What follows belongs to an exercise in optimizing a design on an open flow for small area and a short achievable clock period; a production flow would make more cautious choices.
Where RTL was checked, it was by simulation tests only, not by an equivalence proof against the original.
No activity file was given, so power comes from the tool's default toggle rates.

// uart_top
module uart_top (
    input  wire        clk,
    input  wire        rst,
    input  wire [31:0] baudrate,
    input  wire [1:0]  stop_bits,
    input  wire        parity_en,
    input  wire        parity_type,
    input  wire [7:0]  tx_data,
    input  wire        tx_valid,
    output wire        tx_ready,
    output wire        tx,
    input  wire        rx,
    input  wire        rx_valid,
    output wire        rx_ready,
    output wire [7:0]  rx_data,
    output wire        rx_parity_valid
);
reg [24:0] b;        
reg        b_hi;     
reg [1:0]  sb;
reg        pe;
always @(posedge clk) begin
    b    <= baudrate[24:0];
    b_hi <= |baudrate[31:25];
    sb   <= stop_bits;
    pe   <= parity_en;
end
wire z = b_hi | (b > 25'd25000000);
uart_tx u_tx (
    .rst(rst), .clk(clk), .data(tx_data), .b(b), .z(z), .valid(tx_valid),
    .stop_bits(sb), .parity_en(pe), .parity_type(parity_type),
    .ready(tx_ready), .tx(tx)
);
uart_rx u_rx (
    .rst(rst), .clk(clk), .rx(rx), .b(b), .z(z), .valid(rx_valid),
    .stop_bits(sb), .parity_en(pe), .parity_type(parity_type),
    .parity_valid(rx_parity_valid), .ready(rx_ready), .rx_data(rx_data)
);
endmodule
export LEC_CHECK = 0
export CAP_MARGIN = 20
export CORE_MARGIN = 2
export CORE_UTILIZATION = 40
export CTS_BUF_LIST = sky130_fd_sc_hd__clkbuf_4 sky130_fd_sc_hd__clkbuf_8
export CTS_CLUSTER_DIAMETER = 100
export CTS_CLUSTER_SIZE = 30
export PLACE_DENSITY = 0.6
export SLEW_MARGIN = 20
create_clock -name core_clock -period 120.0 [get_ports {clk}]
standard.sh (not shown) runs the stock make flow with config.mk's settings and CLKGATE_MAP_FILE= SYNTH_SCRIPT=/design/flow/synth_recipe.tcl, a recipe that flattens the netlist after the stock synthesis.
==> flow/flow/run.sh <==
#!/bin/bash
# The standard layout (standard.sh: the standard flow's synthesis and ORFS flow), with the
# port buffers that placement inserts on every input and output made
# sky130_fd_sc_hd__buf_1 instead of the default buffer cell.
set -euo pipefail
export BUFFER_PORTS_ARGS="-buffer_cell sky130_fd_sc_hd__buf_1"
bash standard.sh > standard.log 2>&1
Rerun with:
- CORE_UTILIZATION: 40 -> 60
- CTS_BUF_LIST: sky130_fd_sc_hd__clkbuf_4 sky130_fd_sc_hd__clkbuf_8 -> sky130_fd_sc_hd__clkbuf_4
- PLACE_DENSITY: 0.6 -> 0.7
Effect: The new run completed without violations; cell area came out lower by 2.7%; global-route usage came out higher by 7.3 points; fmax hardly moves; worst setup slack degrades by 70 ps.
Rerun with:
==> flow/flow/run.sh (replaced) <==
#!/bin/bash
# The standard layout (standard.sh: the standard flow's synthesis and ORFS flow) with two
# changes: the port buffers that placement inserts on every input and output
# are sky130_fd_sc_hd__buf_1 instead of the default buffer cell, and the
# buffers ABC inserted during synthesis are removed at floorplan (ORFS's
# REMOVE_ABC_BUFFERS), leaving repair_design to buffer what needs it.
set -euo pipefail
export BUFFER_PORTS_ARGS="-buffer_cell sky130_fd_sc_hd__buf_1"
export REMOVE_ABC_BUFFERS=1
bash standard.sh > standard.log 2>&1
- CORE_UTILIZATION: 60 -> 40
- CTS_BUF_LIST: sky130_fd_sc_hd__clkbuf_4 -> sky130_fd_sc_hd__clkbuf_4 sky130_fd_sc_hd__clkbuf_8
- PLACE_DENSITY: 0.7 -> 0.6
Result: The new run finished clean; synthesized area is unchanged; global-route usage came out lower by 7.1 points; worst hold slack barely changes; clock power rose by about a fifth; cell area rose by a few percent; worst setup slack improved by 81 ps.
Rerun with:
==> flow/run.sh (new file) <==
#!/bin/bash
# synth_recipe.tcl (not shown) runs the flow's synth.tcl, then flattens the netlist and writes it again
# the make line also repeats each setting of config.mk as NAME=value (left out here)
make -C /OpenROAD-flow-scripts/flow DESIGN_CONFIG=/design/flow/config.mk WORK_HOME=/design/flow/orfs CLKGATE_MAP_FILE= SYNTH_SCRIPT=/design/flow/synth_recipe.tcl finish
- CTS_BUF_LIST: sky130_fd_sc_hd__clkbuf_4 sky130_fd_sc_hd__clkbuf_8 -> sky130_fd_sc_hd__clkbuf_16
- CTS_CLUSTER_DIAMETER: 100 -> 500
- CTS_CLUSTER_SIZE: 30 -> 100
removed: flow/flow/run.sh
removed: flow/standard.sh
Result:
- The new run completed with no timing, DRC or antenna violations
- first-iteration DRC count shrinks by about a fifth
- critical path depth does not change
- final cell count stays flat
- power grows by a few percent
- via count shrinks slightly
- design area grows by a few percent
Rerun with:
- CTS_BUF_LIST: sky130_fd_sc_hd__clkbuf_16 -> sky130_fd_sc_hd__clkbuf_8
- CTS_CLUSTER_DIAMETER: 500 -> 200
- CTS_CLUSTER_SIZE: 100 -> 50
Outcome: Core utilization is lower by 0.88 points; final cell count stays the same; routed wire length falls by 0.51%; hold slack barely changes; global-route usage stays flat; sequential share of layout area increases by 0.58 points; clock-buffer cell count went up by 4; design area goes down by 1.8%; total power came out lower by 5.8%; synthesized area does not change; die area stays the same.

* * *

## north
uart_top, a different RTL version from the one above (not shown whole).
Size in the first run: about 700 cells after synthesis, about 120 flip-flops, about 0.0065 mm^2 of cells after synthesis.
Settings: LEC_CHECK=0, CAP_MARGIN=20, CORE_MARGIN=2, CORE_UTILIZATION=60, CTS_BUF_LIST=sky130_fd_sc_hd__clkbuf_4, CTS_CLUSTER_DIAMETER=100, CTS_CLUSTER_SIZE=30, PLACE_DENSITY=0.7, SLEW_MARGIN=20; clock period 120.0 ns.
==> flow/flow/run.sh <==
#!/bin/bash
# The standard layout (standard.sh: the standard flow's synthesis and ORFS flow) with two
# changes:
#  - the port buffers that placement inserts on every input and output are
#    sky130_fd_sc_hd__buf_1 instead of the default buffer cell;
#  - clock tree synthesis uses clkbuf_4 buffers under a clkbuf_16 root and adds
#    no dummy loads for balancing (the rest as config.mk's CTS settings).
# make's full output goes to standard.log; ORFS keeps each tool's log under
# orfs/logs.
set -euo pipefail
export BUFFER_PORTS_ARGS="-buffer_cell sky130_fd_sc_hd__buf_1"
export CTS_ARGS="-sink_clustering_enable -repair_clock_nets -sink_clustering_size 30 -sink_clustering_max_diameter 100 -buf_list sky130_fd_sc_hd__clkbuf_4 -root_buf sky130_fd_sc_hd__clkbuf_16 -dont_use_dummy_load"
bash standard.sh > standard.log 2>&1
north closes out successfully: all stages finished, all timing, DRC and antenna checks passed.
Changes in middle relative to north:
==> flow/flow/run.sh <==
#!/bin/bash
# The standard layout (standard.sh: the standard flow's synthesis and ORFS flow) with two
# changes:
#  - the port buffers that placement inserts on every input and output are
#    sky130_fd_sc_hd__buf_1 instead of the default buffer cell;
set -euo pipefail
export BUFFER_PORTS_ARGS="-buffer_cell sky130_fd_sc_hd__buf_1"
export CTS_ARGS="-sink_clustering_enable -repair_clock_nets -sink_clustering_size 30 -sink_clustering_max_diameter 100 -buf_list sky130_fd_sc_hd__clkbuf_4 -dont_use_dummy_load"
bash standard.sh > standard.log 2>&1
- Any difference in global-route wire length before repair between north and middle is small enough to ignore.
- Reported for middle and north, count of sequential standard cells turned out identical to the last digit.
- Re routed wire length: middle and north aren't equal, and the higher value belongs to middle.
- Portion of total power attributed to combinational logic in middle vs north: up 0.4 points
- middle finished all stages; the layout is clean.
- As far as met1 layer wirelength in the final routing is concerned, north and middle perform about the same.
- Leakage power delta (middle -> north): insignificant
- When middle is set beside north, its layout overhead on the synthesized area turns out to be 0.27 points smaller.
- Diff middle..north | netlist area before placement | unchanged
No run of this note included a check of the RTL's function; only the layout flow was run.

* * *

Another version of the RTL of uart_top (not shown whole).
Size: ~120 flip-flops, about 61 I/O pins, about 6400 sq um of cells after synthesis.
export LEC_CHECK = 0
export CAP_MARGIN = 20
export CORE_MARGIN = 2
export CORE_UTILIZATION = 60
export CTS_BUF_LIST = sky130_fd_sc_hd__clkbuf_4
export CTS_CLUSTER_DIAMETER = 100
export CTS_CLUSTER_SIZE = 30
export PLACE_DENSITY = 0.7
export SLEW_MARGIN = 20
create_clock -name core_clock -period 120.0 [get_ports {clk}]
==> flow/flow/run.sh <==
#!/bin/bash
# The standard layout (standard.sh: the standard flow's synthesis and ORFS flow) with two
# changes:
#  - the port buffers that placement inserts on every input and output are
#    sky130_fd_sc_hd__buf_1 instead of the default buffer cell;
#  - clock tree synthesis uses clkbuf_4 buffers under a clkbuf_8 root and adds
#    no dummy loads for balancing (the rest as config.mk's CTS settings).
# make's full output goes to standard.log; ORFS keeps each tool's log under
# orfs/logs.
set -euo pipefail
export BUFFER_PORTS_ARGS="-buffer_cell sky130_fd_sc_hd__buf_1"
export CTS_ARGS="-sink_clustering_enable -repair_clock_nets -sink_clustering_size 30 -sink_clustering_max_diameter 100 -buf_list sky130_fd_sc_hd__clkbuf_4 -root_buf sky130_fd_sc_hd__clkbuf_8 -dont_use_dummy_load"
bash standard.sh > standard.log 2>&1
Rerun with:
==> flow/flow/run.sh (replaced) <==
#!/bin/bash
# The standard layout (standard.sh: the standard flow's synthesis and ORFS flow) with two
# changes:
#  - the port buffers that placement inserts on every input and output are
#    sky130_fd_sc_hd__buf_1 instead of the default buffer cell;
#  - clock tree synthesis uses clkbuf_4 buffers under a clkbuf_16 root and adds
#    no dummy loads for balancing (the rest as config.mk's CTS settings).
# make's full output goes to standard.log; ORFS keeps each tool's log under
# orfs/logs.
set -euo pipefail
export BUFFER_PORTS_ARGS="-buffer_cell sky130_fd_sc_hd__buf_1"
export CTS_ARGS="-sink_clustering_enable -repair_clock_nets -sink_clustering_size 30 -sink_clustering_max_diameter 100 -buf_list sky130_fd_sc_hd__clkbuf_4 -root_buf sky130_fd_sc_hd__clkbuf_16 -dont_use_dummy_load"
bash standard.sh > standard.log 2>&1
Outcome: The changed run produced a clean layout; setup slack got worse by 0.055 ns; design area barely changes; maximum frequency hardly moves; utilization is higher by 0.11 points; final cell count does not change; routed wire length fell slightly.

-- what the ideal ports hide --
The results above use ideal ports. As a check the final layouts listed here were re-extracted and re-timed, cells and wires unchanged.
Step 1: set_driving_cell puts a clkbuf_16 on clk and a buf_2 on each other input, an assumption about the parent block.
Step 2 adds t to the input delays and takes it off the output delays; t is the mean of the earliest and latest rising clock arrival at the registers after step 1. Input paths then give back, and output paths get back, about the clock's delay inside the block.
a / b / c = no drivers / after step 1 / after step 2; a / b = the first two.
run	t, ns	setup WS [ns]	hold WS [ns]
the first run of note 1	0.483	94.837 / 94.796 / 94.807	0.512 / 0.512 / 0.512
the second run of note 1	0.571	94.766 / 94.728 / 94.786	0.511 / 0.511 / 0.511
the third run of note 1	0.496	94.847 / 94.808 / 94.768	0.511 / 0.511 / 0.511
the fourth run of note 1	0.457	94.499 / 94.453 / 94.404	0.513 / 0.513 / 0.513
the fifth run of note 1	0.481	94.464 / 94.422 / 94.419	0.514 / 0.514 / 0.514
north	0.391	95.038 / 95.000 / 94.893	0.514 / 0.514 / 0.514
middle	0.569	94.853 / 94.821 / 94.892	0.514 / 0.514 / 0.514
the first run of note 3	0.435	94.912 / 94.922 / 94.486	0.508 / 0.508 / 0.508
the second run of note 3	0.387	94.858 / 94.872 / 94.485	0.508 / 0.508 / 0.508
After both steps every run listed still meets setup and hold. For the first run of note 3, which loses most, drivers alone change the setup slack by +0.010 ns; drivers and shift together by -0.426 ns.
